Background: an optimization exercise with open tools, aiming at small area. Do not read the settings as production practice.
Function was checked by simulation only, so behaviour that the tests miss may differ from the original.
Power is estimated from default activity; no workload was simulated.

`design/flow/config.mk`:
```
export PLATFORM = sky130hd
export DESIGN_NAME = xc3s_uart
export DESIGN_NICKNAME = xc3s_uart
export VERILOG_FILES = /design/flow/design.v
export SDC_FILE = /design/flow/constraint.sdc
export NUM_CORES = 4
export LEC_CHECK = 0
export CAP_MARGIN = 0
export CORE_MARGIN = 2
export CORE_UTILIZATION = 40
export PLACE_DENSITY = 0.85
export SLEW_MARGIN = 0
```
`design/flow/design.v`:
```
`resetall
`timescale 1ns / 1ps
`default_nettype none
module uart_rx #(
    parameter [0:0] RESET_DATA = 1 )
    (
    input  wire clk,
    input  wire rst,  
    input  wire rx,
    output reg  [7:0] d,
    output wire dv
    );
reg [1:0] rx_i;  
reg [8:0] clk_count;  
reg [3:0] bit_count;  
wire [8:0] clk_next = {clk_count[7:0], ~( clk_count[8] ^ clk_count[4] )};
wire [3:0] bit_next = {bit_count[2:0], ~( bit_count[3] ^ bit_count[2] )};
wire clk_wrap = ( 9'b101101100 == clk_count );  
wire clk_sample = ( 9'b000100110 == clk_count );  
wire idle = ~bit_count[2] & ~bit_count[0];  
wire last = bit_count[3] & ~bit_count[2] & ~bit_count[1];  
assign dv = ~bit_count[2] & bit_count[1] & ~bit_count[0];  
always @(posedge clk) begin
    rx_i <= {rx_i[0], rx};
    clk_count <= clk_wrap ? 9'd0 : clk_next;
    if ( idle && ( 2'b10 == rx_i )) begin
        clk_count <= 0;
    end else if ( clk_sample ) begin
        if ( idle ) begin
            if ( !rx ) begin
                bit_count <= 4'b0001;  
            end
        end else begin
            bit_count <= bit_next;  
            if ( !last ) begin
                d <= {rx, d[7:1]};
            end
        end
    end
    if ( dv ) begin
        bit_count <= 0;
    end
    if ( rst ) begin
        rx_i <= 2'b11;
        clk_count <= 0;
        bit_count <= 0;
        if ( RESET_DATA ) begin
            d <= 0;
        end
    end
end
endmodule  
module uart_tx #(
    parameter [0:0] EARLY = 0 )
    (
    input  wire clk,
    input  wire rst,  
    input  wire [7:0] din,
    input  wire ld,  
    output wire dr,  
    output wire dr_next,  
    output wire tx
    );
reg [8:0] clk_count;  
reg [3:0] bit_count;  
reg [7:0] d;  
wire [8:0] clk_next = {clk_count[7:0], ~( clk_count[8] ^ clk_count[4] )};
wire [3:0] bit_next = {bit_count[2:0], ~( bit_count[3] ^ bit_count[2] )};
wire clk_wrap = ( 9'b101101100 == clk_count );  
wire clk_zero = ( 9'd0 == clk_count );
assign dr = &bit_count;
wire bit_acc = EARLY & ( 4'b0101 == bit_count );
wire bit_start = ( 4'b0001 == bit_count );  
wire bit_stop = bit_count[3] & ~bit_count[2] & ~bit_count[1];  
wire bit_end = ~bit_count[2] & bit_count[1] & ~bit_count[0];  
wire bit_zero = ~bit_count[2] & ~bit_count[1] & ~bit_count[0];  
wire frame_end = clk_wrap & bit_end;
assign dr_next = frame_end | dr;
assign tx = bit_start ? 1'b0 : ( dr | bit_zero | bit_end | bit_acc | d[0] );
always @(posedge clk) begin
    clk_count <= clk_wrap ? 9'd0 : clk_next;
    if ( frame_end ) begin
        bit_count <= 4'b1111;
    end
    if ( ld ) begin
        d <= din;
        if ( EARLY ) begin
            bit_count <= 4'b0101;
        end else begin
            clk_count <= 0;
            bit_count <= 0;
        end
    end
    if ( !dr && clk_zero ) begin
        bit_count <= bit_next;
        if ( !bit_zero && !bit_start && !bit_stop && !bit_end && !bit_acc ) begin
            d <= d >> 1;  
        end
    end
    if ( bit_acc ) begin
        clk_count <= 0;
        bit_count <= 0;
    end
    if ( rst ) begin
        bit_count <= 4'b1111;
    end
end
endmodule  
`resetall
`timescale 1ns / 1ps
`default_nettype none
module uart_io (
    input  wire clk,
    input  wire rst,  
    output wire [4:0] io_rx_d,  
    output reg  io_rx_dv,
    output wire rx_fifo_nz,
    input  wire [7:0] io_tx_d,
    input  wire io_tx_dv,
    output wire io_tx_dr,
    input  wire [7:0] rx_d,
    input  wire rx_dv,
    output reg  [7:0] tx_d,  
    output reg  tx_ld,  
    input  wire tx_dr,  
    input  wire tx_dr_next  
    );
localparam [7:0] BS = 8'h08;
localparam [7:0] CR = 8'h0D;
localparam [7:0] LF = 8'h0A;
localparam [7:0] XON = 8'h11;
localparam [7:0] XOFF = 8'h13;
localparam [7:0] SPACE = 8'h20;
reg [4:0] fifo [0:7];
reg [3:0] rx_count;  
assign io_rx_d = fifo[0];
reg rx_enable;
reg [2:0] tx_count;  
reg tx_bs;
reg tx_space;
reg tx_xon;
reg tx_next;  
wire tx_prompt = ~( tx_count[2] & tx_count[1] );
assign rx_fifo_nz = |rx_count;
assign io_tx_dr = tx_dr & tx_xon & ~( tx_prompt | tx_space | tx_bs );
wire rx_0_9 = ( 4'h3 == rx_d[7:4] ) && ( rx_d[3:0] <= 4'h9 );
wire rx_a_f = ( 3'b010 == {rx_d[7:6], rx_d[4]} ) && ( rx_d[3:0] != 4'h0 ) && ( rx_d[3:0] <= 4'h6 );
wire [4:0] rx_hex = {rx_0_9 | rx_a_f, rx_d[6] ? rx_d[3:0] + 4'h9 : rx_d[3:0]};
reg [7:0] prompt_d;
always @(*) begin
    case ( tx_count )
    3'd0 : prompt_d = LF;
    3'd1 : prompt_d = "X";
    3'd2 : prompt_d = "C";
    3'd3 : prompt_d = "3";
    3'd4 : prompt_d = "S";
    default : prompt_d = ">";
    endcase
end
integer i;
always @(posedge clk) begin
    io_rx_dv <= 0;
    if ( io_rx_dv ) begin
        for ( i = 0; i < 7; i = i + 1 ) begin
            fifo[i] <= fifo[i+1];
        end
    end
    if ( rx_dv ) begin
        if ( |rx_d[7:5] ) begin  
            if ( !rx_count[3] ) begin
                fifo[rx_count[2:0]] <= rx_hex;
                rx_count <= rx_count + 4'd1;
            end
        end
        if ( BS == rx_d ) begin
            if ( rx_fifo_nz ) begin
                rx_count <= rx_count - 4'd1;
                tx_space <= 1;
            end
        end
        if ( CR == rx_d ) begin
            rx_enable <= 1;
            tx_count <= 0;
        end
        if ( XON == rx_d ) begin
            tx_xon <= 1;
        end
        if ( XOFF == rx_d ) begin
            tx_xon <= 0;
        end
    end else if ( rx_fifo_nz ) begin
        if ( rx_enable ) begin
            io_rx_dv <= 1;
            rx_count <= rx_count - 4'd1;
        end
    end else begin
        rx_enable <= 0;  
    end
    if ( tx_dr ) begin
        if ( tx_prompt ) begin
            if ( tx_count[2] & tx_count[0] ) begin  
                tx_count <= 3'd7;
            end else begin
                tx_count <= tx_count + 3'd1;
            end
        end
        if ( tx_space ) begin
            tx_space <= 0;
            tx_bs <= 1;
        end
        if ( tx_bs ) begin
            tx_bs <= 0;
        end
        if ( io_tx_dr && io_tx_dv ) begin
            if ( CR == io_tx_d ) begin
                tx_count <= 0;
            end
        end
    end
    if ( rst ) begin
        rx_count <= 0;
        rx_enable <= 0;
        tx_count <= 3'd7;
        tx_bs <= 0;
        tx_space <= 0;
        tx_xon <= 1;
    end
end
always @(*) begin
    tx_d = rx_d;  
    tx_next = 0;
    if ( rx_dv ) begin
        if ( |rx_d[7:5] ) begin
            tx_next = 1;
        end
        if (( BS == rx_d ) && rx_fifo_nz ) begin
            tx_next = 1;
        end
        if ( CR == rx_d ) begin
            tx_next = 1;
        end
    end
    if ( tx_dr ) begin
        if ( tx_prompt ) begin
            tx_d = prompt_d;
            tx_next = 1;
        end
        if ( tx_space ) begin
            tx_d = SPACE;
            tx_next = 1;
        end
        if ( tx_bs ) begin
            tx_d = BS;
            tx_next = 1;
        end
        if ( io_tx_dr && io_tx_dv ) begin
            tx_d = io_tx_d;
            tx_next = 1;
        end
    end
    tx_ld = tx_next & tx_dr_next;
end
endmodule  
`resetall
`timescale 1ns / 1ps
`default_nettype none
module xc3s_uart(
    input  wire CLK_50M,  
    input  wire ARST,  
    input wire UART_RX,  
    output wire UART_TX,  
    input wire UART_RX_A,  
    output wire UART_TX_A,  
    input wire [2:0] BTN,
    input wire [7:0] SWT,
    output wire [7:0] LED,
    output wire [3:0] SSG_AN_n,  
    output wire [6:0] SSG_n,  
    output wire SSG_DP_n  
    );
localparam [7:0] CR = 8'h0D;
wire clk = CLK_50M;
reg [3:0] rst_delay;
wire rst = ~&rst_delay;
always @(posedge clk) begin
    rst_delay <= {rst_delay[2:0], 1'b1};
    if ( ARST ) begin
        rst_delay <= 0;
    end
end
wire [7:0] uart1_rx_d;
wire uart1_rx_dv;
wire [7:0] uart1_tx_d;
wire uart1_tx_ld;
wire uart1_tx_dr;
wire uart1_tx_dr_next;
uart_rx #(.RESET_DATA(0)) uart1_rx(
    .clk(clk),
    .rst(rst),
    .rx(UART_RX),
    .d(uart1_rx_d),
    .dv(uart1_rx_dv)
    );
uart_tx #(.EARLY(1)) uart1_tx(
    .clk(clk),
    .rst(rst),
    .din(uart1_tx_d),
    .ld(uart1_tx_ld),
    .dr(uart1_tx_dr),
    .dr_next(uart1_tx_dr_next),
    .tx(UART_TX)
    );
wire [7:0] uart2_rx_d;
wire uart2_rx_dv;
wire uart2_tx_dr;
wire uart2_tx_dr_next;
uart_rx #(.RESET_DATA(1)) uart2_rx(
    .clk(clk),
    .rst(rst),
    .rx(UART_RX_A),
    .d(uart2_rx_d),
    .dv(uart2_rx_dv)
    );
uart_tx #(.EARLY(0)) uart2_tx(
    .clk(clk),
    .rst(rst),
    .din(uart1_rx_d),
    .ld(uart1_rx_dv & uart2_tx_dr),
    .dr(uart2_tx_dr),
    .dr_next(uart2_tx_dr_next),
    .tx(UART_TX_A)
    );
wire [4:0] io_rx_d;
wire io_rx_dv;
wire rx_fifo_nz;
wire [7:0] io_tx_d;
reg io_tx_dv;
wire io_tx_dr;
uart_io console(
    .clk(clk),
    .rst(rst),
    .io_rx_d(io_rx_d),
    .io_rx_dv(io_rx_dv),
    .rx_fifo_nz(rx_fifo_nz),
    .io_tx_d(io_tx_d),
    .io_tx_dv(io_tx_dv),
    .io_tx_dr(io_tx_dr),
    .rx_d(uart1_rx_d),
    .rx_dv(uart1_rx_dv),
    .tx_d(uart1_tx_d),
    .tx_ld(uart1_tx_ld),
    .tx_dr(uart1_tx_dr),
    .tx_dr_next(uart1_tx_dr_next)
    );
reg [10:0] clk_count;
reg [1:0] ssg_an_sel;
wire clk_ones = &clk_count[9:0];
wire clk_tick = clk_ones & clk_count[10];  
always @(posedge clk) begin
    clk_count <= {clk_count[9:0], ~( clk_count[10] ^ clk_count[8] ) ^ clk_ones};
    if ( clk_tick ) begin
        ssg_an_sel <= ssg_an_sel + 2'd1;
    end
    if ( rst ) begin
        clk_count <= 11'b11111111110;
        ssg_an_sel <= 0;
    end
end
reg [6:0] ssg_seg;
reg [3:0] ssg_on;  
reg [3:0] ssg_dp;  
reg [3:0] ssg_digit [0:3];
wire ssg_an_on = ssg_on[ssg_an_sel];
wire [3:0] ssg_digit_sel = ssg_digit[ssg_an_sel];
always @(*) begin
    case ( ssg_digit_sel )
    4'h0 : ssg_seg = 7'b1000000;
    4'h1 : ssg_seg = 7'b1111001;
    4'h2 : ssg_seg = 7'b0100100;
    4'h3 : ssg_seg = 7'b0110000;
    4'h4 : ssg_seg = 7'b0011001;
    4'h5 : ssg_seg = 7'b0010010;
    4'h6 : ssg_seg = 7'b0000010;
    4'h7 : ssg_seg = 7'b1111000;
    4'h8 : ssg_seg = 7'b0000000;
    4'h9 : ssg_seg = 7'b0010000;
    4'hA : ssg_seg = 7'b0001000;
    4'hB : ssg_seg = 7'b0000011;
    4'hC : ssg_seg = 7'b1000110;
    4'hD : ssg_seg = 7'b0100001;
    4'hE : ssg_seg = 7'b0000110;
    default : ssg_seg = 7'b0001110;
    endcase
end
assign SSG_AN_n[0] = ssg_an_on | ~( ssg_an_sel == 2'd0 );
assign SSG_AN_n[1] = ssg_an_on | ~( ssg_an_sel == 2'd1 );
assign SSG_AN_n[2] = ssg_an_on | ~( ssg_an_sel == 2'd2 );
assign SSG_AN_n[3] = ssg_an_on | ~( ssg_an_sel == 2'd3 );
assign SSG_DP_n = ssg_dp[ssg_an_sel];
assign SSG_n = ssg_dp[ssg_an_sel] ? ssg_seg : 7'h7F;
assign LED[0] = uart2_rx_d[0] | rst;
assign LED[3:1] = uart2_rx_d[3:1];
assign LED[4] = uart2_rx_d[4] | BTN[0];
assign LED[5] = uart2_rx_d[5] | BTN[1];
assign LED[6] = uart2_rx_d[6] | BTN[2];
assign LED[7] = uart2_rx_d[7] | ARST;
reg [2:0] u_rx_count;  
reg u_rxd_cmd_0;  
reg [15:0] u_rxd_param;
reg [15:0] u_txd;  
reg [2:0] u_tx_count;  
reg u_rx_end;
wire u_tx_enable = ~( u_tx_count[2] & u_tx_count[0] );
wire u_hex = io_rx_d[4];
wire [3:0] u_nib = io_rx_d[3:0];
wire [3:0] u_tx_nib = u_txd[15:12];
assign io_tx_d = !u_tx_enable ? CR :
    {4'h0, u_tx_nib} + (( u_tx_nib < 4'hA ) ? "0" : ( "A" - 8'h0A ));
wire u_tx_send = u_tx_enable && io_tx_dr && !io_tx_dv;
wire u_reply = u_rxd_cmd_0 && (( 3'd1 == u_rx_count ) || ( 3'd5 == u_rx_count ));
always @(posedge clk) begin
    u_rx_end <= 0;
    if ( io_rx_dv ) begin
        ssg_dp <= {u_hex, ssg_dp[3:1]};
        if ( u_hex ) begin
            ssg_on <= {1'b0, ssg_on[3:1]};
            if ( 3'd0 == u_rx_count ) begin
                u_rxd_cmd_0 <= ( 4'h0 == u_nib );
            end
            if ( 3'd2 == u_rx_count ) begin
                u_rxd_param[15:12] <= u_nib;
            end
            if ( 3'd3 == u_rx_count ) begin
                u_rxd_param[11:8] <= u_nib;
            end
            if ( 3'd4 == u_rx_count ) begin
                u_rxd_param[7:4] <= u_nib;
            end
            if ( 3'd5 == u_rx_count ) begin
                u_rxd_param[3:0] <= u_nib;
            end
            if ( 3'd6 != u_rx_count ) begin
                u_rx_count <= u_rx_count + 3'd1;
            end
        end
        u_rx_end <= ~rx_fifo_nz;
        ssg_digit[0] <= ssg_digit[1];
        ssg_digit[1] <= ssg_digit[2];
        ssg_digit[2] <= ssg_digit[3];
        ssg_digit[3] <= u_nib;
    end
    if ( u_rx_end ) begin
        if ( u_rxd_cmd_0 ) begin
            if ( 3'd1 == u_rx_count ) begin
                if ( !u_tx_send ) begin
                    u_txd <= {SWT, uart1_rx_d};
                end
            end
            if ( 3'd5 == u_rx_count ) begin
                ssg_on <= 4'b1111;  
                if ( !u_tx_send ) begin
                    u_txd <= u_rxd_param;
                end
            end
        end
        u_rx_count <= 0;
        if ( u_tx_enable || u_reply ) begin
            u_tx_count <= 0;
        end
    end
    if ( io_tx_dv && !( u_rx_end && u_reply )) begin
        u_txd <= {u_txd[11:0], 4'h0};
    end
    io_tx_dv <= 0;
    if ( u_tx_send ) begin
        io_tx_dv <= 1;
        if ( u_tx_count[2] ) begin  
            u_tx_count <= 3'd7;
        end else begin
            u_tx_count <= u_tx_count + 3'd1;
        end
    end
    if ( rst ) begin
        ssg_on <= 4'b1111;
        ssg_dp <= 4'b1111;
        ssg_digit[0] <= 0;
        ssg_digit[1] <= 0;
        ssg_digit[2] <= 0;
        ssg_digit[3] <= 0;
        u_rx_count <= 0;
        u_rxd_param[3:0] <= 0;
        u_txd <= 0;
        u_tx_count <= 3'd7;
    end
end
endmodule  
```
`design/flow/constraint.sdc`:
```
create_clock -name core_clock -period 20.0 [get_ports {CLK_50M}]
set_input_delay 4.0000 -clock core_clock [delete_from_list [all_inputs] [get_ports {CLK_50M}]]
set_output_delay 4.0000 -clock core_clock [all_outputs]
set_load 0.01 [all_outputs]
```
`design/flow/standard.sh`:
```
#!/bin/bash
# synth_recipe.tcl (not shown) runs the flow's synth.tcl, then flattens the netlist and writes it again
# the make line also repeats each setting of config.mk as NAME=value (left out here)
make -C /OpenROAD-flow-scripts/flow DESIGN_CONFIG=/design/flow/config.mk WORK_HOME=/design/flow/orfs CLKGATE_MAP_FILE= SYNTH_SCRIPT=/design/flow/synth_recipe.tcl "${@:-finish}"
```
`design/flow/flow/run.sh`:
```
#!/bin/bash
# The standard layout (standard.sh), with three changes to how it is made:
# - synthesis leaves adders to ABC (no half/full adder cell extraction) and
#   maps the logic with an area-oriented ABC script (flow/abc.script: &deepsyn,
#   then delay-relaxed &nf), in place of ORFS's abc_speed.script;
# - port buffers are buf_1 cells;
# - the clock tree uses clkbuf_4 cells in clusters of up to 10 sinks, without
#   dummy loads.
set -euo pipefail
rm -rf scripts_abc
cp -r "$FLOW_HOME/scripts" scripts_abc
cp flow/abc.script scripts_abc/abc_speed.script
export BUFFER_PORTS_ARGS="-buffer_cell sky130_fd_sc_hd__buf_1"
export CTS_ARGS="-sink_clustering_enable -repair_clock_nets -dont_use_dummy_load -buf_list sky130_fd_sc_hd__clkbuf_4 -sink_clustering_size 10 -sink_clustering_max_diameter 60"
ADDER_MAP_FILE= SCRIPTS_DIR="$PWD/scripts_abc" bash standard.sh synth > synth.log 2>&1
bash standard.sh > layout.log 2>&1
```
`design/flow/flow/abc.script`:
```
&get -n
&st
&deepsyn -T 30
&dch -f
&nf -R 1000 -p -F 8 -A 4
&put
topo
stime -c
dnsize -c
```
==> notes.md, run 1 <==
Register Area=~5000 um2; TritonCTS clock tree=built; Startpoint Class=input pin; first-pass GRT wire length=~28 mm; most used cell, CP=buf_1; setup TNS=0 ps; CTS Sinks=between 200 and 250; status=timing/DRC/antenna clean; Layout Nets=approximately 940; antenna violations before repair=1; Worst Setup SP=ARST; max-slew violations=0; PD cells=roughly 70 nW/um2; CTS root buffer=clkbuf_4; total power=between 600 and 700 uW; Core ar.=21100 um2; clock skew=approximately 97 ps; Synthesized Nets=around 900; Clock Latency Late Sink=roughly 640 ps; initial core utilization=just over 40%; top post-synthesis cells by area=dfxtp_1 (37%), edfxtp_1 (21%), nand2_1 (4.6%); dpl ws=11530 ps; Post-DRT Antenna Nets=0; Die H=around 150 um; PnR worst setup slack=11530 ps; Yosys warning count=7; multi-input logic area=around 3500 um2; Layout area overhead=7.93%; Fin. Hold Viols=0; CP max stage cell=or2_0; All-Layer GR Usage=about 15%; crit path to=LED[7]; top_reg_cell synth=dfxtp_1; dpl hpwl=~11 mm; RSZ-0062 raised after global routing=false; family with the most delay on the worst path=buffers and inverters; delay of the slowest cell on the worst path=roughly 210 ps; max cap viols=0; gpl congestion=between 0.9 and 1; commonest non-fill, non-tap cells in the layout=dfxtp_1 (161), nand2_1 (105), nor2_1 (84); Post-Synthesis Cells=around 860; Worst path depth=3; DRC viols=0; H-tree levels=1; Post-synth EDFFs=approximately 60; Yosys top cell area share=a little under two fifths; CP max FO=5; post-synth cell types=around 50; CP required=about 16000 ps; #FFs+latches synth=~220; Setup Fix Bufs, Post-CTS=0; DIE WIDTH=~150 um; # fillers=1940; Critical path buffers and inverters=2; Crit Path Class=in -> out; R2R Path Start=uart1_tx.bit_count[0]; Post-CTS Resized=0; Critical R2R Capture=uart1_tx.d[5]; crit-path cells=buf_1 > or2_0 > buf_1; Worst R2R Path Depth=8; Finished Layout Cells=1203; Final Cycle Share=between 40% and 50%; Synth Area per Inst=roughly 10 um2; static leakage=approximately 0.0033 uW; std cell rows=53; reg2reg setup slack=between 15000 and 20000 ps; Worst IR Drop VDD=0.0000287 V; element type at the critical path end=output port; largest net degree at the start of global routing=37; commonest non-fill, non-tap cell in the layout=dfxtp_1; fmax=around 120 MHz; Final min period=around 8500 ps; Vias/cell=5.47; vias in the first global route=slightly above 6000; total placed cells including tap cells=1176; worst hold slack=between 300 and 400 ps; fraction of registers with async set/reset=0%; via count=6583; Arrival @ worst endpoint=4470 ps; Iter 0 DRT Violations=between 400 and 500; layout cells sized above 1=around 3.2%; Hold Crit Class=reg -> reg; worst slew pin tran=about 1100 ps; endpoints failing setup=0; Mapped Area=about 8600 um2; area of the die=approximately 23000 um2; grt ovf=0; CTS clk-pin slew, worst paths=roughly 100 ps; drt first pass iters=5; sequential area share after synthesis=58.6%; Routed wire per std cell=14.0 um; clock buffer count from CTS=26; # IOs=37; largest area contributor in the netlist=dfxtp_1; port bufs=36; clock tree buffer depth=3; CTS Hold Bufs=0; Slew HR=25.9%; WL final=16.8 mm
synthesized netlist by cell type (all sizes together), types with 3 or more instances:
cell type / number
nand2: 105
a31oi: 8
o22ai: 12
buf: 3
nor4: 9
nor4b: 3
nand3: 22
a21oi: 51
and2: 30
a22oi: 40
xor2: 7
o22a: 6
dfxtp: 161
nand3b: 4
nor3: 27
or2: 9
o31ai: 4
nor2b: 24
a22o: 30
or3: 8
nand2b: 35
o21ai: 54
nor2: 84
nand4: 6
edfxtp: 61
clkinv: 16
xnor2: 6
and3: 6
nor3b: 4
worst reg2reg max path: stages (launching register included):
cell and delay, ps:
dfxtp_1 370, clkinv_1 110, o21ai_0 420, nor2_1 200, nor4_1 930, nand2_1 310, and2_0 290, a222oi_1 290
o21ai_0 120
worst min path at each step:
stage,from,end,slack [ps],depth (start not counted)
floorplan,clk_count[7],clk_count[8],410,1
global placement,clk_count[0],clk_count[1],410,1
detailed placement,clk_count[6],clk_count[7],420,1
CTS,uart1_rx.clk_count[2],uart1_rx.clk_count[3],400,1
global route,uart1_rx.clk_count[2],uart1_rx.clk_count[3],400,1
finish,uart1_rx.clk_count[2],uart1_rx.clk_count[3],400,1
metrics by stage:
stage | util, % | instance area [um2]
floorplan | - | 8630
global placement | 43.2 | 9120
detailed placement | 43.2 | 9120
CTS | 44.2 | 9310
global route | 44.2 | 9310
finish | 44.2 | 9320
where the power goes:
group / switching (uW) / total, uW / leakage (uW) / internal (uW)
logic: 1.21 / 2.40 / 0.00138 / 1.19
registers: 0.220 / 459 / 0.00185 / 459
clock network: 132 / 192 / 0.000120 / 59.7
state kept, by name, summed over array words and instances (netlist names), 9 cells and up:
register / cells
uart2_rx.clk_count: 9
clk_count: 11
uart2_tx.clk_count: 9
uart1_tx.clk_count: 9
ssg_digit: 16
u_rxd_param: 16
console.fifo: 40
u_txd: 16
uart1_rx.clk_count: 9
routing by layer:
layer / share of wire [%] / vias up / GRT usage [%]
met3: 5.6 / 27 / 3.07
li1: - / 3289 / -
met4: 1.7 / 0 / 3.97
met2: 47 / 163 / 24.8
met5: 0 / - / 0
met1: 46 / 3104 / 19.2
layout make-up:
type	instances	area share, %
clock buffer	26	2.10
timing repair buffer	40	1.77
tap	275	3.69
antenna	1	0.0269
multi-input combinational	623	37.5
inverter	16	0.645
sequential	222	54.3
cells by family (layout without fill, tap and decap cells):
logic type | after synthesis | in the layout | share of synthesized area, %
compound gates | 225 | 225 | 17.0
other cells | 0 | 1 | 0
simple gates | 385 | 385 | 22.2
flops | 222 | 222 | 58.6
xor+xnor | 13 | 13 | 1.32
buf+inv | 19 | 82 | 0.957
==> run 2, diff against run 1 <==
--- a/design/flow/config.mk
+++ b/design/flow/config.mk
@@ -6,7 +6,7 @@
 export NUM_CORES = 4
 export LEC_CHECK = 0
-export CAP_MARGIN = 0
+export CAP_MARGIN = 20
 export CORE_MARGIN = 2
 export CORE_UTILIZATION = 40
 export PLACE_DENSITY = 0.85
-export SLEW_MARGIN = 0
+export SLEW_MARGIN = 20
==> run 2 against run 1 <==
Effect of this change: global-route usage unchanged; hold slack about the same; fmax about the same; setup slack unchanged; critical path depth did not move; utilization is essentially flat; register-to-register slack gained 70 ps; non-clock buffer count is the same; sequential power about the same; clock skew increased by 4.6 ps; routed wire length is 0.72% higher; sequential share of layout area barely moved.
==> notes.md, run 2 <==
All-Layer GR Usage=14.7% (unchanged); most frequent cell after synthesis=dfxtp_1 (unchanged); Final Cycle Share=42.3% (unchanged); largest area contributor in the netlist=dfxtp_1 (unchanged); largest net degree at the start of global routing=37 (unchanged); PD cells=70.1 nW/um2 (about the same); CTS Sinks=222 (unchanged); static leakage=0.00335 uW (about the same); mux cell area share after synthesis=0% (unchanged); Hold Crit Class=reg -> reg (unchanged); delay of the slowest cell on the worst path=210 ps (about the same); family with the most delay on the worst path=buffers and inverters (unchanged); CP max stage cell=or2_0 (unchanged); clock tree buffer depth=3 (unchanged); commonest non-fill, non-tap cells in the layout=dfxtp_1 (161), nand2_1 (105), nor2_1 (84) (unchanged); max reg flops=40 (unchanged); Critical R2R Capture=uart1_tx.d[5] (unchanged); Yosys warning count=7 (unchanged); gpl congestion=0.909 (unchanged); initial core utilization=40.9% (unchanged); drt first pass iters=5 (unchanged); CP required=16000 ps (about the same); top post-synthesis cells by area=dfxtp_1 (37%), edfxtp_1 (21%), nand2_1 (4.6%) (unchanged); most used cell, CP=buf_1 (unchanged); Routed wire per std cell=14.1 um (was 14.0 um); Post-Synthesis Cells=864 (unchanged); Synth Area per Inst=9.99 um2 (unchanged); Arrival @ worst endpoint=4470 ps (about the same); Die H=151 um (unchanged); CTS clk-pin slew, worst paths=100 ps (about the same); worst slew pin tran=988 ps (was 1100 ps); Crit Path Class=in -> out (unchanged); Fin. Hold Viols=0 (unchanged); Setup Fix Bufs, Post-CTS=0 (unchanged); CP max FO=5 (unchanged); XOR/XNOR share of the synthesized area=1.32% (unchanged); DRC viols=0 (unchanged); Iter 0 DRT Violations=481 (was 478); fmax=118 MHz (about the same); reg2reg setup slack=16910 ps (was 16840 ps); hold path depth=1 (unchanged); Slew HR=33.4% (was 25.9%); via count=6620 (was 6583); fraction of registers with async set/reset=0% (unchanged); Mapped Area=8630 um2 (unchanged); Layout Nets=944 (unchanged); dpl hpwl=11.4 mm (unchanged); status=timing/DRC/antenna clean (unchanged); element type at the critical path end=output port (unchanged); CTS Hold Bufs=0 (unchanged); grt ovf=0 (unchanged); clock skew=101 ps (was 96.9 ps); TritonCTS clock tree=built (unchanged); Core ar.=21100 um2 (unchanged); Critical path buffers and inverters=2 (unchanged); Post-DRT Antenna Nets=0 (unchanged); first-pass GRT wire length=28.1 mm (unchanged); Worst R2R Path Depth=9 (was 8); Post-CTS Resized=0 (unchanged); R2R Path Start=uart1_rx.d[6] (was uart1_tx.bit_count[0]); H-tree levels=1 (unchanged); Worst IR Drop VDD=0.0000288 V (was 0.0000287 V); Vias/cell=5.50 (was 5.47); DIE WIDTH=151 um (unchanged); Hold Path Sink=uart1_rx.clk_count[3] (unchanged); Final min period=8470 ps (unchanged); simple-gate area share of the yosys netlist=22.2% (unchanged); Finished Layout Cells=1203 (unchanged); max-slew violations=0 (unchanged); std cell rows=53 (unchanged); clock buffer count from CTS=26 (unchanged); Startpoint Class=input pin (unchanged); area of the die=22800 um2 (unchanged); multi-input logic area=3500 um2 (was 3490 um2); # fillers=1940 (unchanged); CTS root buffer=clkbuf_4 (unchanged); max cap viols=0 (unchanged); vias in the first global route=6143 (unchanged); hold path start=uart1_rx.clk_count[2] (unchanged); endpoints failing setup=0 (unchanged); layout cells sized above 1=3.34% (was 3.24%); Yosys top cell area share=37.3% (unchanged); WL final=17.0 mm (was 16.8 mm); Post-synth EDFFs=61 (unchanged); Clock Latency Late Sink=640 ps (about the same); # IOs=37 (unchanged); Synth Area in Adders=0% (unchanged); antenna violations before repair=1 (unchanged); sequential area share after synthesis=58.6% (unchanged); main combinational cell family by area after synthesis=simple AND/OR/NAND/NOR gates (unchanged); Layout area overhead=8.00% (was 7.93%); commonest non-fill, non-tap cell in the layout=dfxtp_1 (unchanged); Post-synth top cells=dfxtp_1 (161), nand2_1 (105), nor2_1 (84) (unchanged); top_reg_cell synth=dfxtp_1 (unchanged); post-synth cell types=49 (unchanged); Compound-Gate Fraction of Synth Area=17.0% (unchanged); setup TNS=0 ps (unchanged); Synthesized Nets=879 (unchanged); total placed cells including tap cells=1176 (unchanged); #FFs+latches synth=222 (unchanged); Register Area=5050 um2 (unchanged); crit-path cells=buf_1 > or2_0 > buf_1 (unchanged); RSZ-0062 raised after global routing=false (unchanged); port bufs=36 (unchanged); Biggest register=console.fifo (unchanged)
## run 2: cell counts after synthesis
Identical to the previous run, type by type.
## run 2: area by class of cell
type | instances | share of cell area, %
Tap cell | 275 | 3.69
Inverter | 16 | 0.644
Clock buffer | 26 | 2.09
Antenna cell | 1 | 0.0268
Timing Repair Buffer | 40 | 1.77
Multi-Input combinational cell | 623 | 37.5
Sequential cell | 222 | 54.2
## run 2: cells by family (layout without fill, tap and decap cells)
kind of cell,count (synthesis),in the layout
and+or+nand+nor,385,385
AOI/OAI and AO/OA,225,225
DFF,222,222
buffers and inverters,19,82
xor gates and xnor gates,13,13
other,0,1
## run 2: worst register-to-register path, stage by stage, from the launching register on
cell and delay [ps]:
edfxtp_1 630, nor4_1 510, nand3b_1 150, or4b_1 560, nand2_1 120, o22ai_1 90, nor3b_1 240, and2_0 260
a222oi_1 290, o21ai_0 120
## run 2: through the flow
step	setup WS (ps)	utilization (%)	cell area, um2	hold WS (ps)	total power (uW)
2_1_floorplan	11760	-	8630	410	470
3_3_place_gp	11550	43.2	9120	413	472
3_5_place_dp	11530	43.2	9120	425	472
4_1_cts	11530	44.2	9310	399	659
5_1_grt	11450	44.2	9320	395	679
6_report	11530	44.2	9320	397	653
## run 2: worst max path at each step
| stage | from | to | slack, ps | cells past startpoint |
|---|---|---|---|---|
| after floorplan | BTN[0] | LED[4] | 11760 | 1 |
| after global placement | ARST | LED[7] | 11550 | 3 |
| after detailed placement | ARST | LED[7] | 11530 | 3 |
| after CTS | ARST | LED[7] | 11530 | 3 |
| after global routing | ARST | LED[7] | 11450 | 3 |
| final | ARST | LED[7] | 11530 | 3 |
## run 2: per-layer routing
metal  vias up  GRT usage (%)  wire [um]  share of wire (%)
li1       3286              -          -                  -
met1      3116           19.2       7620                 45
met2       188           24.8       7980                 47
met3        30           3.07       1050                6.2
met4         0           3.97        311                1.8
met5         -              0          0                  0
## run 2: power breakdown
part	internal, uW	switching (uW)
registers	459	0.219
clock network	59.7	132
logic	1.19	1.21
==> run 3, diff against run 2 <==
--- a/design/flow/design.v
+++ b/design/flow/design.v
@@ -116,5 +116,6 @@
     output reg  io_rx_dv,
     output wire rx_fifo_nz,
-    input  wire [7:0] io_tx_d,
+    input  wire [3:0] io_tx_nib,  
+    input  wire io_tx_cr,  
     input  wire io_tx_dv,
     output wire io_tx_dr,
@@ -147,13 +148,19 @@
 wire rx_a_f = ( 3'b010 == {rx_d[7:6], rx_d[4]} ) && ( rx_d[3:0] != 4'h0 ) && ( rx_d[3:0] <= 4'h6 );
 wire [4:0] rx_hex = {rx_0_9 | rx_a_f, rx_d[6] ? rx_d[3:0] + 4'h9 : rx_d[3:0]};
-reg [7:0] prompt_d;
+reg [4:0] tx_code;
+reg [7:0] tx_char;
 always @(*) begin
-    case ( tx_count )
-    3'd0 : prompt_d = LF;
-    3'd1 : prompt_d = "X";
-    3'd2 : prompt_d = "C";
-    3'd3 : prompt_d = "3";
-    3'd4 : prompt_d = "S";
-    default : prompt_d = ">";
+    case ( tx_code )
+    5'd16 : tx_char = LF;
+    5'd17 : tx_char = "X";
+    5'd18 : tx_char = "C";
+    5'd19 : tx_char = "3";
+    5'd20 : tx_char = "S";
+    5'd21 : tx_char = ">";
+    5'd22 : tx_char = SPACE;
+    5'd23 : tx_char = BS;
+    5'd24 : tx_char = CR;
+    default : tx_char = ( tx_code[3:0] < 4'hA ) ? {4'h3, tx_code[3:0]} :
+                                                  {4'h4, tx_code[3:0] - 4'h9};
     endcase
 end
@@ -213,5 +220,5 @@
         end
         if ( io_tx_dr && io_tx_dv ) begin
-            if ( CR == io_tx_d ) begin
+            if ( io_tx_cr ) begin
                 tx_count <= 0;
             end
@@ -228,4 +235,16 @@
 end
 always @(*) begin
+    tx_code = {2'b10, tx_count};
+    if ( tx_space ) begin
+        tx_code = 5'd22;
+    end
+    if ( tx_bs ) begin
+        tx_code = 5'd23;
+    end
+    if ( io_tx_dr && io_tx_dv ) begin
+        tx_code = io_tx_cr ? 5'd24 : {1'b0, io_tx_nib};
+    end
+end
+always @(*) begin
     tx_d = rx_d;  
     tx_next = 0;
@@ -241,21 +260,7 @@
         end
     end
-    if ( tx_dr ) begin
-        if ( tx_prompt ) begin
-            tx_d = prompt_d;
-            tx_next = 1;
-        end
-        if ( tx_space ) begin
-            tx_d = SPACE;
-            tx_next = 1;
-        end
-        if ( tx_bs ) begin
-            tx_d = BS;
-            tx_next = 1;
-        end
-        if ( io_tx_dr && io_tx_dv ) begin
-            tx_d = io_tx_d;
-            tx_next = 1;
-        end
+    if ( tx_dr && ( tx_prompt || tx_space || tx_bs || ( io_tx_dr && io_tx_dv ))) begin
+        tx_d = tx_char;
+        tx_next = 1;
     end
     tx_ld = tx_next & tx_dr_next;
@@ -334,5 +339,4 @@
 wire io_rx_dv;
 wire rx_fifo_nz;
-wire [7:0] io_tx_d;
 reg io_tx_dv;
 wire io_tx_dr;
@@ -343,5 +347,6 @@
     .io_rx_dv(io_rx_dv),
     .rx_fifo_nz(rx_fifo_nz),
-    .io_tx_d(io_tx_d),
+    .io_tx_nib(u_txd[15:12]),
+    .io_tx_cr(!u_tx_enable),
     .io_tx_dv(io_tx_dv),
     .io_tx_dr(io_tx_dr),
@@ -414,7 +419,4 @@
 wire u_hex = io_rx_d[4];
 wire [3:0] u_nib = io_rx_d[3:0];
-wire [3:0] u_tx_nib = u_txd[15:12];
-assign io_tx_d = !u_tx_enable ? CR :
-    {4'h0, u_tx_nib} + (( u_tx_nib < 4'hA ) ? "0" : ( "A" - 8'h0A ));
 wire u_tx_send = u_tx_enable && io_tx_dr && !io_tx_dv;
 wire u_reply = u_rxd_cmd_0 && (( 3'd1 == u_rx_count ) || ( 3'd5 == u_rx_count ));
==> design/flow/flow/run.sh (replaced) <==
#!/bin/bash
# The standard layout (standard.sh), with three changes to how it is made:
# - synthesis leaves adders to ABC (no half/full adder cell extraction) and
#   maps the logic with an area-oriented ABC script (flow/abc.script: &deepsyn,
#   then delay-relaxed &nf), in place of ORFS's abc_speed.script;
# - port buffers are buf_1 cells;
# - the clock tree uses clkbuf_4 cells in clusters of up to 8 sinks, without
#   dummy loads.
set -euo pipefail
rm -rf scripts_abc
cp -r "$FLOW_HOME/scripts" scripts_abc
cp flow/abc.script scripts_abc/abc_speed.script
export BUFFER_PORTS_ARGS="-buffer_cell sky130_fd_sc_hd__buf_1"
export CTS_ARGS="-sink_clustering_enable -repair_clock_nets -dont_use_dummy_load -buf_list sky130_fd_sc_hd__clkbuf_4 -sink_clustering_size 8 -sink_clustering_max_diameter 60"
ADDER_MAP_FILE= SCRIPTS_DIR="$PWD/scripts_abc" bash standard.sh synth > synth.log 2>&1
bash standard.sh > layout.log 2>&1
==> run 3 against run 2 <==
Effect of this change: via count barely moved; critical endpoint unchanged; global-route usage rose by 0.54 points; largest cell class unchanged; synthesized cell count fell by 0.69%; area after synthesis fell by 0.20%.
==> notes.md, run 3 <==
Setup Fix Bufs, Post-CTS=0 (unchanged); Hold Crit Class=reg -> reg (unchanged); DIE WIDTH=151 um (about the same); most used cell, CP=buf_1 (unchanged); most frequent cell after synthesis=dfxtp_1 (unchanged); sequential area share after synthesis=58.7% (was 58.6%); Arrival @ worst endpoint=4460 ps (was 4470 ps); Synthesized Nets=873 (was 879); max-slew violations=0 (unchanged); CTS Sinks=222 (unchanged); initial core utilization=40.8% (was 40.9%); first-pass GRT wire length=28.9 mm (was 28.1 mm); std cell rows=53 (unchanged); drt first pass iters=5 (unchanged); Crit Path Class=in -> out (unchanged); met1 WL=7.88 mm (was 7.62 mm); Post-Synthesis Cells=858 (was 864); All-Layer GR Usage=15.3% (was 14.7%); Core ar.=21100 um2 (unchanged); Post-CTS Resized=0 (unchanged); RSZ-0062 raised after global routing=false (unchanged); Startpoint Class=input pin (unchanged); Layout area overhead=8.43% (was 8.00%); Final Cycle Share=42.3% (about the same); fmax=118 MHz (about the same); element type at the critical path end=output port (unchanged); Finished Layout Cells=1202 (was 1203); Mapped Area=8610 um2 (was 8630 um2); worst slew pin tran=1060 ps (was 988 ps); TritonCTS clock tree=built (unchanged); # fillers=1989 (was 1940); multi-input logic area=3490 um2 (was 3500 um2); WL final=17.1 mm (was 17.0 mm); max cap viols=0 (unchanged); commonest non-fill, non-tap cell in the layout=dfxtp_1 (unchanged); antenna violations before repair=1 (unchanged); Register Area=5050 um2 (unchanged); via count=6614 (was 6620); post-synth cell types=48 (was 49); CP required=16000 ps (about the same); WL met3=850 um (was 1.05 mm); Slew HR=29.0% (was 33.4%); CP max FO=5 (unchanged); Post-synth EDFFs=61 (unchanged); #FFs+latches synth=222 (unchanged); max reg flops=40 (unchanged); Clock Latency Late Sink=630 ps (was 640 ps); hold path depth=2 (was 1); Layout Nets=943 (was 944); # IOs=37 (unchanged); total placed cells including tap cells=1169 (was 1176); Yosys warning count=7 (unchanged); Gate power share=0.4% (about the same); vias in the first global route=6335 (was 6143); Critical R2R Capture=u_txd[6] (was uart1_tx.d[5]); Post-synth top cells=dfxtp_1 (161), nand2_1 (121), nor2_1 (81) (was dfxtp_1 (161), nand2_1 (105), nor2_1 (84)); crit-path cells=buf_1 > or2_0 > buf_1 (unchanged); Seq pwr share=68.8% (was 70.3%); Fin. Hold Viols=0 (unchanged); largest area contributor in the netlist=dfxtp_1 (unchanged); total power=667 uW (was 653 uW); static leakage=0.00347 uW (was 0.00335 uW); R2R Path Start=uart1_tx.bit_count[2] (was uart1_rx.d[6]); crit path to=LED[7] (unchanged); commonest non-fill, non-tap cells in the layout=dfxtp_1 (161), nand2_1 (121), nor2_1 (81) (was dfxtp_1 (161), nand2_1 (105), nor2_1 (84)); Final min period=8460 ps (was 8470 ps); Worst Setup SP=ARST (unchanged); DRC viols=0 (unchanged); port bufs=36 (unchanged); Vias/cell=5.50 (about the same); CTS Hold Bufs=0 (unchanged); Synth Area per Inst=10.0 um2 (was 9.99 um2); Biggest register=console.fifo (unchanged); fraction of registers with async set/reset=0% (unchanged); status=timing/DRC/antenna clean (unchanged); clock tree buffer depth=3 (unchanged); proportion of power drawn by the clock network=30.8% (was 29.3%); PD cells=71.4 nW/um2 (was 70.1 nW/um2); uppermost routed layer=met4 (unchanged); area of the die=22700 um2 (was 22800 um2); largest net degree at the start of global routing=44 (was 37); CP max stage cell=or2_0 (unchanged); grt ovf=0 (unchanged); CTS clk-pin slew, worst paths=90 ps (was 100 ps); internal power=531 uW (was 520 uW); layout cells sized above 1=4.00% (was 3.34%); Post-DRT Antenna Nets=0 (unchanged); clock skew=32.3 ps (was 101 ps); dpl hpwl=11.7 mm (was 11.4 mm); H-tree levels=1 (unchanged); top_reg_cell synth=dfxtp_1 (unchanged); Worst R2R Path Depth=8 (was 9); Routed wire per std cell=14.2 um (was 14.1 um); met2 WL=8.06 mm (was 7.98 mm); clock buffer count from CTS=31 (was 26); setup TNS=0 ps (unchanged); top post-synthesis cells by area=dfxtp_1 (37%), edfxtp_1 (21%), nand2_1 (5.3%) (was dfxtp_1 (37%), edfxtp_1 (21%), nand2_1 (4.6%)); Sw Share=20.4% (about the same); P_sw=136 uW (was 133 uW); delay of the slowest cell on the worst path=210 ps (about the same); endpoints failing setup=0 (unchanged); reg2reg setup slack=16360 ps (was 16910 ps); gpl congestion=0.840 (was 0.909); Die H=151 um (about the same); Iter 0 DRT Violations=489 (was 481); CTS root buffer=clkbuf_4 (unchanged); Yosys top cell area share=37.4% (was 37.3%); Worst IR Drop VDD=0.0000326 V (was 0.0000288 V)
## run 3: changes by cell type in the layout (fill, tap and decap cells not counted), moves of 10 or more
cell / previous run / this run
and2_0: 30 / 20
a222oi_1: 1 / 14
a22oi_1: 40 / 18
a21oi_1: 51 / 61
and3_1: 6 / 16
nand2_1: 105 / 121
## run 3: power by group through the flow
stage / Clock (uW) / Sequential, uW / Combinational [uW]
detailed placement: 0 / 470 / 2.41
global placement: 0 / 470 / 2.35
global route: 231 / 459 / 2.75
CTS: 212 / 459 / 2.41
finish: 205 / 459 / 2.38
floorplan: 0 / 469 / 0.893
## run 3: how the worst min path moves through the flow
stage | startpoint | to | slack [ps]
3_3_place_gp | uart2_rx.rx_i[0] | uart2_rx.rx_i[1] | 420
2_1_floorplan | u_rxd_param[4] | u_txd[4] | 410
4_1_cts | uart2_tx.d[4] | uart2_tx.d[4] | 440
6_report | uart2_tx.d[4] | uart2_tx.d[4] | 440
3_5_place_dp | clk_count[3] | clk_count[4] | 430
5_1_grt | uart2_tx.d[4] | uart2_tx.d[4] | 460
## run 3: critical path, delay by kind of cell
family,cells,cell delay (ps)
buffers and inverters,2,250
and+or+nand+nor,1,210
## run 3: cells by family after synthesis
logic type | synth area share (%)
and+or+nand+nor | 21.9
AOI/OAI and AO/OA | 17.0
DFF | 58.7
buffers and inverters | 0.872
xor gates and xnor gates | 1.22
muxes | 0.261
## run 3: routing by layer
layer	global-route usage, %	vias to the layer above
li1	-	3302
met1	20.3	3107
met2	25.5	179
met3	2.73	26
met4	4.39	0
met5	0	-
## run 3: per-stage QoR
step | util, % | hold WS (ps) | area [um2] | worst slack [ps]
final | 44.3 | 443 | 9340 | 11540
after global routing | 44.3 | 462 | 9340 | 11440
after CTS | 44.3 | 444 | 9330 | 11540
after detailed placement | 43.1 | 427 | 9100 | 11540
after global placement | 43.1 | 419 | 9100 | 11550
after floorplan | - | 408 | 8610 | 11760
## run 3: final cells by class
type	instances	area share [%]
Inverter	14	0.563
Tap cell	275	3.68
Sequential cell	222	54.1
Multi-Input combinational cell	619	37.4
Antenna cell	1	0.0268
Clock buffer	31	2.49
Timing Repair Buffer	40	1.74
==> run 4, diff against run 3 <==
==> design/flow/flow/run.sh (replaced) <==
#!/bin/bash
# The standard layout (standard.sh), with three changes to how it is made:
# - synthesis leaves adders to ABC (no half/full adder cell extraction) and
#   maps the logic with an area-oriented ABC script (flow/abc.script: &deepsyn,
#   then delay-relaxed &nf), in place of ORFS's abc_speed.script;
# - port buffers are buf_1 cells;
# - the clock tree uses clkbuf_8 cells in clusters of up to 16 sinks, without
#   dummy loads.
set -euo pipefail
rm -rf scripts_abc
cp -r "$FLOW_HOME/scripts" scripts_abc
cp flow/abc.script scripts_abc/abc_speed.script
export BUFFER_PORTS_ARGS="-buffer_cell sky130_fd_sc_hd__buf_1"
export CTS_ARGS="-sink_clustering_enable -repair_clock_nets -dont_use_dummy_load -buf_list sky130_fd_sc_hd__clkbuf_8 -sink_clustering_size 16 -sink_clustering_max_diameter 100"
ADDER_MAP_FILE= SCRIPTS_DIR="$PWD/scripts_abc" bash standard.sh synth > synth.log 2>&1
bash standard.sh > layout.log 2>&1
==> run 4 against run 3 <==
Effect of this change: area after synthesis unchanged; clock skew increased by 4.3 ps; non-clock buffer count decreased by 1; final cell count decreased by 1.3%; largest cell class unchanged.
==> notes.md, run 4 <==
Biggest register=console.fifo (unchanged); reg2reg setup slack=16320 ps (was 16360 ps); Mapped Area=8610 um2 (unchanged); Register Area=5050 um2 (unchanged); Worst R2R Path Depth=8 (unchanged); largest area contributor in the netlist=dfxtp_1 (unchanged); commonest non-fill, non-tap cells in the layout=dfxtp_1 (161), nand2_1 (121), nor2_1 (81) (unchanged); post-layout util=44.3% (about the same); port bufs=36 (unchanged); status=timing/DRC/antenna clean (unchanged); PnR worst setup slack=11540 ps (about the same); Routed wire per std cell=14.3 um (was 14.2 um); # IOs=37 (unchanged); PD cells=71.5 nW/um2 (was 71.4 nW/um2); antenna violations before repair=0 (was 1); CTS Hold Bufs=0 (unchanged); gpl congestion=0.840 (unchanged); Setup Fix Bufs, Post-CTS=0 (unchanged); Synthesized Nets=873 (unchanged); Sw Share=19.5% (was 20.4%); All-Layer GR Usage=15.1% (was 15.3%); initial core utilization=40.8% (unchanged); vias in the first global route=6222 (was 6335); Post-Synthesis Cells=858 (unchanged); hold path start=uart2_tx.d[4] (unchanged); Synth Area per Inst=10.0 um2 (unchanged); clock buffer count from CTS=17 (was 31); H-tree levels=1 (unchanged); Die H=151 um (unchanged); endpoints failing setup=0 (unchanged); top post-synthesis cells by area=dfxtp_1 (37%), edfxtp_1 (21%), nand2_1 (5.3%) (unchanged); sequential area share after synthesis=58.7% (unchanged); # fillers=1973 (was 1989); R2R Path Start=uart1_tx.bit_count[0] (was uart1_tx.bit_count[2]); Layout area overhead=8.35% (was 8.43%); setup TNS=0 ps (unchanged); dpl hpwl=11.7 mm (unchanged); Final min period=8460 ps (about the same); max-slew violations=0 (unchanged); CP max FO=5 (unchanged); CP required=16000 ps (about the same); CTS clk-pin slew, worst paths=90 ps (about the same); #FFs+latches synth=222 (unchanged); Final Cycle Share=42.3% (about the same); area of the die=22700 um2 (unchanged); commonest non-fill, non-tap cell in the layout=dfxtp_1 (unchanged); RSZ-0062 raised after global routing=false (unchanged); clock tree buffer depth=3 (unchanged); grt ovf=0 (unchanged); Layout Nets=928 (was 943); first-pass GRT wire length=28.6 mm (was 28.9 mm); static leakage=0.00345 uW (was 0.00347 uW); multi-input logic area=3490 um2 (unchanged); hold path depth=2 (unchanged); Gate power share=0.4% (about the same); DIE WIDTH=151 um (unchanged); TritonCTS clock tree=built (unchanged); dpl ws=11540 ps (unchanged); number of diodes=0 (was 1); Core ar.=21100 um2 (unchanged); Seq pwr share=68.8% (about the same); Arrival @ worst endpoint=4460 ps (about the same); CTS Sinks=222 (unchanged); drt first pass iters=6 (was 5); element type at the critical path end=output port (unchanged); via count=6544 (was 6614); Post-synth EDFFs=61 (unchanged); Worst IR Drop VDD=0.0000349 V (was 0.0000326 V); Vias/cell=5.52 (was 5.50); top_reg_cell synth=dfxtp_1 (unchanged); Yosys warning count=7 (unchanged); clock skew=36.6 ps (was 32.3 ps); Post-CTS Resized=0 (unchanged); most frequent cell after synthesis=dfxtp_1 (unchanged); largest net degree at the start of global routing=44 (unchanged); Crit Path Class=in -> out (unchanged); Clock Latency Late Sink=500 ps (was 630 ps); max reg flops=40 (unchanged); Yosys top cell area share=37.4% (unchanged); Hold Path Sink=uart2_tx.d[4] (unchanged); Post-synth top cells=dfxtp_1 (161), nand2_1 (121), nor2_1 (81) (unchanged); WL final=17.0 mm (was 17.1 mm); P_sw=130 uW (was 136 uW); Slew HR=29.3% (was 29.0%); Fin. Hold Viols=0 (unchanged); fmax=118 MHz (about the same); max cap viols=0 (unchanged); worst slew pin tran=1060 ps (about the same); fraction of registers with async set/reset=0% (unchanged); worst hold slack=442 ps (was 443 ps); Critical R2R Capture=u_txd[6] (unchanged); Iter 0 DRT Violations=557 (was 489); DRC viols=0 (unchanged); Startpoint Class=input pin (unchanged); total power=667 uW (about the same); layout cells sized above 1=2.41% (was 4.00%); proportion of power drawn by the clock network=30.8% (about the same); std cell rows=53 (unchanged); Hold Crit Class=reg -> reg (unchanged); post-synth cell types=48 (unchanged); CTS root buffer=clkbuf_8 (was clkbuf_4); internal power=537 uW (was 531 uW); Post-DRT Antenna Nets=0 (unchanged)
==> run 4: cell count changes in the layout (fill, tap and decap cells not counted) <==
| cell | previous run | this run |
|---|---|---|
| o21ai_1 | 0 | 1 |
| clkbuf_8 | 0 | 17 |
| diode_2 | 1 | 0 |
| buf_2 | 1 | 0 |
| o21ai_0 | 59 | 58 |
| clkbuf_4 | 31 | 0 |
==> run 4: critical path, cell delays in order <==
cell	delay [ps]
buf_1	130
or2_0	210
buf_1	120
==> run 4: power groups by stage <==
stage                     combinational, uW  sequential [uW]  clock (uW)
after global placement                 2.35              470           0
after floorplan                       0.893              469           0
final                                  2.38              459         206
after detailed placement               2.41              470           0
after CTS                              2.41              459         214
after global routing                   2.75              459         229
==> run 4: kinds of logic after synthesis <==
| logic type | count (synthesis) | synth area share [%] |
|---|---|---|
| AO/OA/AOI/OAI | 222 | 17.0 |
| XOR/XNOR | 12 | 1.22 |
| buffers and inverters | 17 | 0.872 |
| flip-flops | 222 | 58.7 |
| multiplexers | 1 | 0.261 |
| AND/OR/NAND/NOR | 384 | 21.9 |
==> run 4: per-layer routing <==
metal / track usage [%] / wire length [um] / up-vias
met5: 0 / 0 / -
met4: 4.44 / 304 / 0
met3: 2.03 / 798 / 25
met2: 25.4 / 8030 / 156
met1: 20.4 / 7880 / 3100
li1: - / - / 3263
==> run 4: area by class of cell <==
| cell class | instances | area share (%) |
|---|---|---|
| well taps | 275 | 3.69 |
| inverters | 14 | 0.563 |
| multi-input cells | 619 | 37.4 |
| clock buffers | 17 | 2.51 |
| flip-flops and latches | 222 | 54.2 |
| repair buffers | 39 | 1.69 |
==> run 4: stage by stage <==
stage          cells  instance area (um2)
2_1_floorplan    858                 8610
3_3_place_gp    1169                 9100
3_5_place_dp    1169                 9100
4_1_cts         1186                 9330
5_1_grt         1186                 9330
6_report        1186                 9330
==> run 4: worst max-delay path by stage <==
stage	slack, ps	to	start
after floorplan	11760	LED[4]	BTN[0]
after global placement	11550	LED[7]	ARST
after detailed placement	11540	LED[7]	ARST
after CTS	11540	LED[7]	ARST
after global routing	11440	LED[7]	ARST
final	11540	LED[7]	ARST
==> run 5, diff against run 4 <==
==> design/flow/flow/run.sh (replaced) <==
#!/bin/bash
# The standard layout (standard.sh), with three changes to how it is made:
# - synthesis leaves adders to ABC (no half/full adder cell extraction) and
#   maps the logic with an area-oriented ABC script (flow/abc.script: &deepsyn,
#   then delay-relaxed &nf), in place of ORFS's abc_speed.script;
# - port buffers are buf_1 cells;
# - the clock tree uses clkbuf_4 cells in clusters of up to 9 sinks, without
#   dummy loads.
set -euo pipefail
rm -rf scripts_abc
cp -r "$FLOW_HOME/scripts" scripts_abc
cp flow/abc.script scripts_abc/abc_speed.script
export BUFFER_PORTS_ARGS="-buffer_cell sky130_fd_sc_hd__buf_1"
export CTS_ARGS="-sink_clustering_enable -repair_clock_nets -dont_use_dummy_load -buf_list sky130_fd_sc_hd__clkbuf_4 -sink_clustering_size 9 -sink_clustering_max_diameter 60"
ADDER_MAP_FILE= SCRIPTS_DIR="$PWD/scripts_abc" bash standard.sh synth > synth.log 2>&1
bash standard.sh > layout.log 2>&1
==> run 5 against run 4 <==
Effect of this change: sequential power barely moved; power fell by 1.1%; largest power group unchanged; highest routed layer unchanged; sequential cell count did not move; non-clock buffer count rose by 1; via count rose by 0.40%; critical path type unchanged.
==> notes.md, run 5 <==
status=timing/DRC/antenna clean (unchanged); top post-synthesis cells by area=dfxtp_1 (37%), edfxtp_1 (21%), nand2_1 (5.3%) (unchanged); Slew HR=29.6% (was 29.3%); Core ar.=21100 um2 (unchanged); Layout Nets=940 (was 928); post-synth cell types=48 (unchanged); fraction of registers with async set/reset=0% (unchanged); Final Cell Area=9310 um2 (was 9330 um2); Crit Path Class=in -> out (unchanged); std cell rows=53 (unchanged); Fin. Hold Viols=0 (unchanged); RSZ-0062 raised after global routing=false (unchanged); max-slew violations=0 (unchanged); setup TNS=0 ps (unchanged); All-Layer GR Usage=15.3% (was 15.1%); Arrival @ worst endpoint=4480 ps (was 4460 ps); Final Cycle Share=42.4% (was 42.3%); largest net degree at the start of global routing=44 (unchanged); static leakage=0.00346 uW (was 0.00345 uW); clock buffer count from CTS=28 (was 17); Layout area overhead=8.13% (was 8.35%); delay of the slowest cell on the worst path=200 ps (was 210 ps); Biggest register=console.fifo (unchanged); WL final=17.2 mm (was 17.0 mm); Worst IR Drop VDD=0.0000336 V (was 0.0000349 V); Yosys top cell area share=37.4% (unchanged); # IOs=37 (unchanged); drt first pass iters=6 (unchanged); PD cells=70.8 nW/um2 (was 71.5 nW/um2); Post-synth EDFFs=61 (unchanged); number of diodes=0 (unchanged); Post-synth top cells=dfxtp_1 (161), nand2_1 (121), nor2_1 (81) (unchanged); CTS root buffer=clkbuf_4 (was clkbuf_8); Synthesized Nets=873 (unchanged); Die H=151 um (unchanged); CP required=16000 ps (about the same); commonest non-fill, non-tap cell in the layout=dfxtp_1 (unchanged); area of the die=22700 um2 (unchanged); gpl congestion=0.840 (unchanged); TritonCTS clock tree=built (unchanged); endpoints failing setup=0 (unchanged); element type at the critical path end=output port (unchanged); dpl hpwl=11.7 mm (unchanged); antenna violations before repair=0 (unchanged); CP max FO=5 (unchanged); placed instance area=9100 um2 (unchanged); CP max stage cell=buf_1 (was or2_0); Setup Fix Bufs, Post-CTS=0 (unchanged); initial core utilization=40.8% (unchanged); Post-DRT Antenna Nets=0 (unchanged); top_reg_cell synth=dfxtp_1 (unchanged); CTS Hold Bufs=0 (unchanged); sequential area share after synthesis=58.7% (unchanged); clock tree buffer depth=3 (unchanged); Hold Crit Class=reg -> reg (unchanged); clock skew=30.5 ps (was 36.6 ps); Synth Area per Inst=10.0 um2 (unchanged); Startpoint Class=input pin (unchanged); largest area contributor in the netlist=dfxtp_1 (unchanged); crit-path cells=buf_1 > or2_0 > buf_1 (unchanged); Vias/cell=5.48 (was 5.52); CTS clk-pin slew, worst paths=90 ps (about the same); Final min period=8480 ps (was 8460 ps); H-tree levels=1 (unchanged); port bufs=36 (unchanged); layout cells sized above 1=3.68% (was 2.41%); DRC viols=0 (unchanged); vias in the first global route=6306 (was 6222); Yosys warning count=7 (unchanged); Post-Synthesis Cells=858 (unchanged); DIE WIDTH=151 um (unchanged); most frequent cell after synthesis=dfxtp_1 (unchanged); CTS Sinks=222 (unchanged); Mapped Area=8610 um2 (unchanged); Routed wire per std cell=14.4 um (was 14.3 um); most used cell, CP=buf_1 (unchanged); Clock Latency Late Sink=640 ps (was 500 ps); first-pass GRT wire length=28.9 mm (was 28.6 mm); grt ovf=0 (unchanged); commonest non-fill, non-tap cells in the layout=dfxtp_1 (161), nand2_1 (121), nor2_1 (81) (unchanged); via count=6570 (was 6544); #FFs+latches synth=222 (unchanged); fmax=118 MHz (about the same); max cap viols=0 (unchanged); Iter 0 DRT Violations=558 (was 557); worst slew pin tran=1050 ps (was 1060 ps); Post-CTS Resized=0 (unchanged); max reg flops=40 (unchanged)
[run 5: cell count changes in the layout (fill, tap and decap cells not counted), sizes merged]
| cell | before | now |
|---|---|---|
| clkbuf | 17 | 28 |
| buf | 39 | 40 |
[run 5: area by class of cell]
cell class / instances / area, um2
fill: 1989 / 11800
sequential: 222 / 5050
multi-input combinational: 619 / 3490
tap: 275 / 344
clock buffer: 28 / 210
timing repair buffer: 40 / 163
inverter: 14 / 52.6
[run 5: cell families (layout without fill, tap and decap cells)]
kind of cell	after synthesis	after routing	synth area share (%)
AND/OR/NAND/NOR	384	384	21.9
flip-flops	222	222	58.7
AO/OA/AOI/OAI	222	222	17.0
buffers and inverters	17	82	0.872
XOR/XNOR	12	12	1.22
multiplexers	1	1	0.261
[run 5: power by group]
| part | switching, uW | internal, uW | total, uW |
|---|---|---|---|
| clock | 134 | 64.3 | 198 |
| combinational | 1.22 | 1.19 | 2.41 |
| sequential | 0.223 | 459 | 459 |
| total | 135 | 524 | 660 |
[run 5: path summary, 6_finish.rpt]
kind	startpoint	endpoint	slack [ps]	cells past startpoint
max	ARST	LED[7]	11520	3
min	uart2_tx.d[4]	uart2_tx.d[4]	440	2
max reg2reg	uart1_tx.bit_count[2]	u_txd[6]	16390	8
min reg2reg	uart2_tx.d[4]	uart2_tx.d[4]	440	2
[run 5: worst max-delay path: cells and delay by family]
kind / cells / cell delay [ps]
buffers and inverters: 2 / 350
and+or+nand+nor: 1 / 140
[run 5: stage by stage]
stage	setup slack, ps	cells	hold WS [ps]	util (%)	total power [uW]
after global placement	11550	1169	419	43.1	472
after detailed placement	11540	1169	427	43.1	472
after global routing	11430	1198	462	44.2	685
after floorplan	11760	858	408	-	470
final	11520	1198	441	44.2	660
after CTS	11530	1197	445	44.1	667
[run 5: routing by layer]
metal,vias to the layer above,global-route usage [%],share of wire (%)
met3,28,2.64,5.2
met4,0,5.19,2.0
met5,-,0,0
met1,3074,20.2,45
li1,3296,-,-
met2,172,25.5,47
==> run 6, diff against run 5 <==
--- a/design/flow/config.mk
+++ b/design/flow/config.mk
@@ -8,5 +8,5 @@
 export CAP_MARGIN = 20
 export CORE_MARGIN = 2
-export CORE_UTILIZATION = 40
-export PLACE_DENSITY = 0.85
+export CORE_UTILIZATION = 60
+export PLACE_DENSITY = 0.9
 export SLEW_MARGIN = 20
==> run 6 against run 5 <==
Effect of this change: still clean; sequential power hardly changed; global-route usage is 7.2 points higher; synthesized cell count unchanged; power fell by 0.13%; fmax grew 0.22%.
==> notes.md, run 6 <==
status=timing/DRC/antenna clean (unchanged); Worst IR Drop VDD=0.0000347 V (was 0.0000336 V); internal power=524 uW (about the same); DIE WIDTH=124 um (was 151 um); largest area contributor in the netlist=dfxtp_1 (unchanged); Arrival @ worst endpoint=4460 ps (was 4480 ps); DRC viols=0 (unchanged); Crit Path Class=in -> out (unchanged); layout cells sized above 1=3.58% (was 3.68%); Mapped Area=8610 um2 (unchanged); Critical path buffers and inverters=2 (unchanged); grt ovf=0 (unchanged); # IOs=37 (unchanged); sequential area share after synthesis=58.7% (unchanged); Post-Synthesis Cells=858 (unchanged); total placed cells including tap cells=1074 (was 1169); Hold Crit Class=reg -> reg (unchanged); Final Cell Area=9190 um2 (was 9310 um2); Synthesized Nets=873 (unchanged); most used cell, CP=buf_1 (unchanged); CTS clk-pin slew, worst paths=90 ps (about the same); Fin. Hold Viols=0 (unchanged); Vias/cell=6.08 (was 5.48); RSZ-0062 raised after global routing=false (unchanged); initial core utilization=61.8% (was 40.8%); top_reg_cell synth=dfxtp_1 (unchanged); TritonCTS clock tree=built (unchanged); placed instance area=8980 um2 (was 9100 um2); worst hold slack=427 ps (was 441 ps); area of the die=15300 um2 (was 22700 um2); Synth Area in Adders=0% (unchanged); Finished Layout Cells=1103 (was 1198); R2R Path Start=uart1_tx.bit_count[0] (was uart1_tx.bit_count[2]); Setup Fix Bufs, Post-CTS=0 (unchanged); Yosys top cell area share=37.4% (unchanged); std cell rows=43 (was 53); Layout area overhead=6.73% (was 8.13%); clock skew=40.9 ps (was 30.5 ps); Biggest register=console.fifo (unchanged); largest net degree at the start of global routing=43 (was 44); most frequent cell after synthesis=dfxtp_1 (unchanged); top post-synthesis cells by area=dfxtp_1 (37%), edfxtp_1 (21%), nand2_1 (5.3%) (unchanged); crit-path cells=buf_1 > or2_0 > buf_1 (unchanged); Slew HR=33.7% (was 29.6%); hold path start=clk_count[4] (was uart2_tx.d[4]); fraction of registers with async set/reset=0% (unchanged); Post-synth top cells=dfxtp_1 (161), nand2_1 (121), nor2_1 (81) (unchanged); via count=6707 (was 6570); main combinational cell family by area after synthesis=simple AND/OR/NAND/NOR gates (unchanged); dpl hpwl=11.4 mm (was 11.7 mm); CP required=16000 ps (about the same); P_sw=134 uW (was 135 uW); clock tree buffer depth=3 (unchanged); commonest non-fill, non-tap cells in the layout=dfxtp_1 (161), nand2_1 (121), nor2_1 (81) (unchanged); CTS Hold Bufs=0 (unchanged); hold path depth=1 (was 2); Seq pwr share=69.7% (was 69.6%); mux cell area share after synthesis=0.261% (unchanged); WL final=16.9 mm (was 17.2 mm); worst slew pin tran=990 ps (was 1050 ps); max-slew violations=0 (unchanged); XOR/XNOR share of the synthesized area=1.22% (unchanged); max reg flops=40 (unchanged); delay of the slowest cell on the worst path=210 ps (was 200 ps); Final Cycle Share=42.3% (was 42.4%); Yosys warning count=7 (unchanged); #FFs+latches synth=222 (unchanged); clock buffer count from CTS=28 (unchanged); Critical R2R Capture=u_txd[4] (was u_txd[6]); Post-synth EDFFs=61 (unchanged); CP max stage cell=or2_0 (was buf_1); first-pass GRT wire length=28.1 mm (was 28.9 mm); max cap viols=0 (unchanged); Layout Nets=939 (was 940); Hold Path Sink=clk_count[5] (was uart2_tx.d[4]); Synth Area per Inst=10.0 um2 (unchanged); All-Layer GR Usage=22.5% (was 15.3%); Iter 0 DRT Violations=731 (was 558); Routed wire per std cell=15.3 um (was 14.4 um); simple-gate area share of the yosys netlist=21.9% (unchanged); drt first pass iters=6 (unchanged); setup TNS=0 ps (unchanged); proportion of power drawn by the clock network=29.9% (was 30.0%); fmax=118 MHz (about the same); Post-CTS Resized=0 (unchanged); post-synth cell types=48 (unchanged); Core ar.=13900 um2 (was 21100 um2); port bufs=36 (unchanged); antenna violations before repair=1 (was 0); Sw Share=20.4% (was 20.5%); gpl congestion=0.890 (was 0.840); CTS Sinks=222 (unchanged); endpoints failing setup=0 (unchanged); CP max FO=5 (unchanged); static leakage=0.00346 uW (about the same); post-layout util=66.0% (was 44.2%); Startpoint Class=input pin (unchanged); Compound-Gate Fraction of Synth Area=17.0% (unchanged); Final min period=8460 ps (was 8480 ps); element type at the critical path end=output port (unchanged); Clock Latency Late Sink=640 ps (about the same); vias in the first global route=6046 (was 6306); Post-DRT Antenna Nets=0 (unchanged); family with the most delay on the worst path=buffers and inverters (unchanged); PD cells=71.7 nW/um2 (was 70.8 nW/um2); CTS root buffer=clkbuf_4 (unchanged); H-tree levels=1 (unchanged); commonest non-fill, non-tap cell in the layout=dfxtp_1 (unchanged); Gate power share=0.4% (about the same); reg2reg setup slack=16350 ps (was 16390 ps); Worst R2R Path Depth=8 (unchanged); Die H=124 um (was 151 um)
[run 6: logic make-up after synthesis]
family                 count (synthesis)
flip-flops                           222
XOR/XNOR                              12
multiplexers                           1
AO/OA/AOI/OAI                        222
buffers and inverters                 17
AND/OR/NAND/NOR                      384
[run 6: power groups by stage]
stage	sequential [uW]	combinational [uW]	clock, uW
final	459	2.38	197
after global routing	459	2.75	220
after CTS	459	2.41	203
after detailed placement	470	2.40	0
after global placement	470	2.35	0
after floorplan	469	0.893	0
[run 6: worst max path at each step]
stage | start | slack, ps | depth (start not counted) | end
6_report | ARST | 11540 | 3 | LED[7]
5_1_grt | ARST | 11490 | 3 | LED[7]
4_1_cts | ARST | 11540 | 3 | LED[7]
3_5_place_dp | ARST | 11540 | 3 | LED[7]
3_3_place_gp | ARST | 11560 | 3 | LED[7]
2_1_floorplan | BTN[0] | 11760 | 1 | LED[4]
[run 6: layout make-up]
cell class	count	area (um2)
flip-flops and latches	222	5050
diodes	1	2.50
multi-input cells	619	3490
clock buffers	28	210
fillers	1052	4740
well taps	180	225
inverters	14	52.6
repair buffers	39	158
[run 6: per-layer routing]
metal	GRT usage, %	vias to the layer above	share of wire [%]
li1	-	3291	-
met4	6.89	0	1.8
met2	37.0	216	47
met1	30.1	3172	44
met3	4.76	28	6.3
met5	0	-	0
[run 6: metrics by stage]
stage / worst slack, ps / power [uW]
4_1_cts: 11540 / 664
6_report: 11540 / 659
2_1_floorplan: 11760 / 470
5_1_grt: 11490 / 682
3_3_place_gp: 11560 / 472
3_5_place_dp: 11540 / 472

-- port drivers added, routing unchanged --
Ports are ideal in the flow. The routed layouts listed here were re-timed in OpenROAD.
Step 1, drivers: a clkbuf_16 drives CLK_50M and a buf_2 each remaining input, both assumed.
Step 2, shift: input delay + t, output delay - t, t = (earliest + latest rising clock arrival at the registers) / 2. This alone moves slack from input paths to output paths.
Three values: no drivers, after step 1, after step 2; two values: the first two.
| run | t, ns | setup WS [ns] |
|---|---|---|
| run 1 | 0.634 | 11.533 / 11.513 / 11.513 |
| run 2 | 0.633 | 11.533 / 11.513 / 11.513 |
| run 3 | 0.655 | 11.537 / 11.515 / 11.515 |
| run 4 | 0.522 | 11.540 / 11.518 / 11.518 |
| run 5 | 0.665 | 11.519 / 11.494 / 11.494 |
| run 6 | 0.663 | 11.537 / 11.517 / 11.517 |
After both steps every run listed still meets setup and hold.
